Context: an optimization exercise on an open-source flow, tuned for small area, a short achievable clock period and few clock cycles per item. The choices shown serve that exercise and are no tape-out recipe.
Where RTL was checked, it was by simulation tests only, not by an equivalence proof against the original.
Power and IR drop assume default switching activity.

Design mcdf, start of the top module:
module mcdf(
  input clk_i,
  input rstn_i,
  input [1:0]  cmd_i,
  input [8-1:0] cmd_addr_i,
  input [32-1:0] cmd_data_i,
  output[32-1:0] cmd_data_o,
  input [31:0] ch0_data_i,
  input  ch0_vld_i,
  input [31:0] ch1_data_i,
  input  ch1_vld_i,
  input [31:0] ch2_data_i,
  input  ch2_vld_i,
  output  ch0_ready_o,
  output  ch1_ready_o,
  output  ch2_ready_o,
  input  fmt_grant_i,
  output [1:0] fmt_chid_o,
  output fmt_req_o,
  output [5:0]  fmt_length_o,
  output [31:0] fmt_data_o,
  output fmt_start_o,
  output fmt_end_o );
export LEC_CHECK = 0
export ABC_CLOCK_PERIOD_IN_PS = 2400
export CAP_MARGIN = 20
export CORE_MARGIN = 2
export CORE_UTILIZATION = 45
export CTS_BUF_LIST = sky130_fd_sc_hd__clkbuf_16
export CTS_CLUSTER_DIAMETER = 50
export CTS_CLUSTER_SIZE = 40
export PLACE_DENSITY = 0.6
export SETUP_SLACK_MARGIN = 3.6
export SLEW_MARGIN = 20
create_clock -name core_clock -period 6.0 [get_ports {clk_i}]
run.sh (not shown) runs the stock make flow with config.mk's settings and CLKGATE_MAP_FILE= SYNTH_SCRIPT=/design/flow/synth_recipe.tcl, a recipe that flattens the netlist after the stock synthesis.
The first run produced a clean layout.
Testbench counts at the start, summed over its fixed seeds: cycles 3,336, items 3,072.
Change:
==> flow/flow/run.sh (new file) <==
#!/bin/bash
set -e
export BUFFER_PORTS_ARGS="-buffer_cell sky130_fd_sc_hd__buf_2"
export CTS_ARGS="-sink_clustering_enable -repair_clock_nets -sink_clustering_size 45 -sink_clustering_max_diameter 55 -buf_list sky130_fd_sc_hd__clkbuf_16 -dont_use_dummy_load"
bash standard.sh > standard.log 2>&1
==> flow/standard.sh (new file) <==
#!/bin/bash
# synth_recipe.tcl (not shown) runs the flow's synth.tcl, then flattens the netlist and writes it again
# the make line also repeats each setting of config.mk as NAME=value (left out here)
make -C /OpenROAD-flow-scripts/flow DESIGN_CONFIG=/design/flow/config.mk WORK_HOME=/design/flow/orfs CLKGATE_MAP_FILE= SYNTH_SCRIPT=/design/flow/synth_recipe.tcl "${@:-finish}"
CTS_CLUSTER_DIAMETER = 55   (was 50)
CTS_CLUSTER_SIZE = 45   (was 40)
PLACE_DENSITY = 0.5   (was 0.6)
removed: flow/run.sh
=> The changed run went through all stages and came out clean; utilization is lower by 3.6 points; worst hold slack is worse by 0.021 ns; clock-buffer cell count fell by 22; synthesized area stays the same; power is lower by 11%; cell count shrinks by 3.6%; maximum frequency is about the same; wire length decreases by 2.7%; sequential share of layout area increases by 5.0 points; sequential cell count stays the same.
Change:
==> flow/run.sh (new file) <==
#!/bin/bash
# synth_recipe.tcl (not shown) runs the flow's synth.tcl, then flattens the netlist and writes it again
# the make line also repeats each setting of config.mk as NAME=value (left out here)
make -C /OpenROAD-flow-scripts/flow DESIGN_CONFIG=/design/flow/config.mk WORK_HOME=/design/flow/orfs CLKGATE_MAP_FILE= SYNTH_SCRIPT=/design/flow/synth_recipe.tcl finish
CTS_BUF_LIST = default   (was sky130_fd_sc_hd__clkbuf_16)
CTS_CLUSTER_DIAMETER = default   (was 55)
CTS_CLUSTER_SIZE = default   (was 45)
PLACE_DENSITY = 0.6   (was 0.5)
removed: flow/flow/run.sh
removed: flow/standard.sh
The changed run produced a clean layout. Worst setup slack degrades by 0.045 ns. Core utilization increases by 5.0 points. Die area stays the same. Area after synthesis stays the same. Register-to-register slack improves by 0.03 ns. Non-clock buffer count increases by 12. Sequential cell count stays the same. Cell area increases by about 10%. Clock-buffer cell count increases by 66.
Change:
CORE_UTILIZATION = 80   (was 45)
CTS_BUF_LIST = sky130_fd_sc_hd__clkbuf_16   (was default)
CTS_CLUSTER_DIAMETER = 55   (was default)
CTS_CLUSTER_SIZE = 45   (was default)
PLACE_DENSITY = 0.88   (was 0.6)
Outcome:
- Now the flow ended with an error in 4_1_cts
- area after synthesis does not change
- synthesized cell count is unchanged
Change:
ABC_CLOCK_PERIOD_IN_PS = 2000   (was 2400)
CORE_UTILIZATION = 45   (was 80)
CTS_CLUSTER_DIAMETER = 50   (was 55)
CTS_CLUSTER_SIZE = 40   (was 45)
PLACE_DENSITY = 0.6   (was 0.88)
SETUP_SLACK_MARGIN = 4.0   (was 3.6)
Result: The new run passed the timing, DRC and antenna checks; synthesized area stays the same; synthesized cell count does not change.
Change:
==> flow/flow/run.sh (new file) <==
#!/bin/bash
set -e
export BUFFER_PORTS_ARGS="-buffer_cell sky130_fd_sc_hd__buf_2"
export CTS_ARGS="-sink_clustering_enable -repair_clock_nets -sink_clustering_size 40 -sink_clustering_max_diameter 50 -buf_list sky130_fd_sc_hd__clkbuf_16 -dont_use_dummy_load"
bash standard.sh > standard.log 2>&1
==> flow/standard.sh (new file) <==
#!/bin/bash
# synth_recipe.tcl (not shown) runs the flow's synth.tcl, then flattens the netlist and writes it again
# the make line also repeats each setting of config.mk as NAME=value (left out here)
make -C /OpenROAD-flow-scripts/flow DESIGN_CONFIG=/design/flow/config.mk WORK_HOME=/design/flow/orfs CLKGATE_MAP_FILE= SYNTH_SCRIPT=/design/flow/synth_recipe.tcl "${@:-finish}"
ABC_CLOCK_PERIOD_IN_PS = 2400   (was 2000)
CORE_UTILIZATION = 55   (was 45)
CTS_CLUSTER_DIAMETER = 55   (was 50)
CTS_CLUSTER_SIZE = 45   (was 40)
PLACE_DENSITY = 0.68   (was 0.6)
SETUP_SLACK_MARGIN = 3.6   (was 4.0)
removed: flow/run.sh
Outcome: Wire length decreases by 8.5%. Utilization rose by 5.1 points. Fmax climbs by 0.79%. Power came out lower by 15%. Via count shrinks by 5.8%. Combinational power is lower by 34%. Hold slack is worse by 0.016 ns. Critical path depth is unchanged. Cell count falls by 10%. Synthesized cell count stays the same. Clock power falls by 34%.

========
## trial 26
mcdf, a different RTL version from the one above (not shown whole).
Size in the first run: about 1800 cells after synthesis, roughly 1100 flip-flops, ~220 I/O pins, roughly 0.027 sq mm of cells after synthesis.
==> flow/design.v (excerpt) <==
module mcdf(
  input clk_i,
  input rstn_i,
  input [1:0]  cmd_i,
  input [8-1:0] cmd_addr_i,
  input [32-1:0] cmd_data_i,
  output[32-1:0] cmd_data_o,
  input [31:0] ch0_data_i,
  input  ch0_vld_i,
  input [31:0] ch1_data_i,
  input  ch1_vld_i,
  input [31:0] ch2_data_i,
  input  ch2_vld_i,
  output  ch0_ready_o,
  output  ch1_ready_o,
  output  ch2_ready_o,
  input  fmt_grant_i,
  output [1:0] fmt_chid_o,
  output fmt_req_o,
  output [5:0]  fmt_length_o,
  output [31:0] fmt_data_o,
  output fmt_start_o,
  output fmt_end_o );
Settings: LEC_CHECK=0, ABC_CLOCK_PERIOD_IN_PS=2400, CAP_MARGIN=20, CORE_MARGIN=2, CORE_UTILIZATION=45, CTS_BUF_LIST=sky130_fd_sc_hd__clkbuf_16, CTS_CLUSTER_DIAMETER=55, CTS_CLUSTER_SIZE=45, PLACE_DENSITY=0.6, SETUP_SLACK_MARGIN=4.0, SLEW_MARGIN=20; clock period 6.0 ns.
standard.sh (not shown) runs the stock make flow with config.mk's settings and CLKGATE_MAP_FILE= SYNTH_SCRIPT=/design/flow/synth_recipe.tcl, a recipe that flattens the netlist after the stock synthesis.
==> flow/flow/run.sh <==
#!/bin/bash
set -e
export BUFFER_PORTS_ARGS="-buffer_cell sky130_fd_sc_hd__buf_2"
export CTS_ARGS="-sink_clustering_enable -repair_clock_nets -sink_clustering_size 45 -sink_clustering_max_diameter 55 -buf_list sky130_fd_sc_hd__clkbuf_16 -dont_use_dummy_load"
bash standard.sh > standard.log 2>&1
Trial 26 has completed all stages; timing, DRC and antenna checks passed.
Changes in build 31 relative to trial 26:
Settings: changing SETUP_SLACK_MARGIN from 4.0 to 3.8.
Results
Summary of build 31 over trial 26: first-iteration DRC count saw a decrease, portion of the layout cell area used by clock cells saw little to no change.
Any difference in area of all sequential standard cells between build 31 and trial 26 is small enough to ignore.
Compared with trial 26, build 31 improves register-to-register slack.
Per the final summary, build 31 finished and its layout is clean on timing, DRC and antenna.
Relative to trial 26, flip-flop and latch share of the layout cell area increased by 1.3 points in build 31.
No run of this note included a check of the RTL's function; only the layout flow was run.

## re-timing with driven ports
In the flow no input, the clock included, has a driving cell. The finished layouts below were timed again as built, in two steps. Step 1 sets driving cells, clkbuf_16 on the clock port and buf_2 on the other inputs (assumed; they add their load-dependent delay and slew). Step 2 moves the port delays by t, midway between the first and last clock arrival at a register: inputs arrive t later, outputs are due t later. That takes back most of the time a late clock gives input paths. Three values: ideal, step 1, step 2; two values: the first two.
run	shift t [ns]	setup WS [ns]	worst register clock-pin slew, ns	cell pins on the clock port's net
the first run of note 1	0.663	3.563 / 3.505 / 3.037	0.10 / 0.10	1
the second run of note 1	0.666	3.563 / 3.507 / 3.022	0.12 / 0.12	1
the third run of note 1	0.682	3.517 / 3.460 / 2.956	0.07 / 0.07	1
the fifth run of note 1	0.670	3.557 / 3.499 / 3.126	0.12 / 0.12	1
the sixth run of note 1	0.651	3.576 / 3.519 / 3.047	0.11 / 0.11	1
trial 26	0.667	3.650 / 3.594 / 3.011	0.12 / 0.12	1
build 31	0.666	3.612 / 3.553 / 3.040	0.12 / 0.12	1
After both steps setup and hold are still met in every run listed. The setup slack of trial 26, which loses most, moves by -0.056 ns with the drivers and by -0.639 ns with both steps.
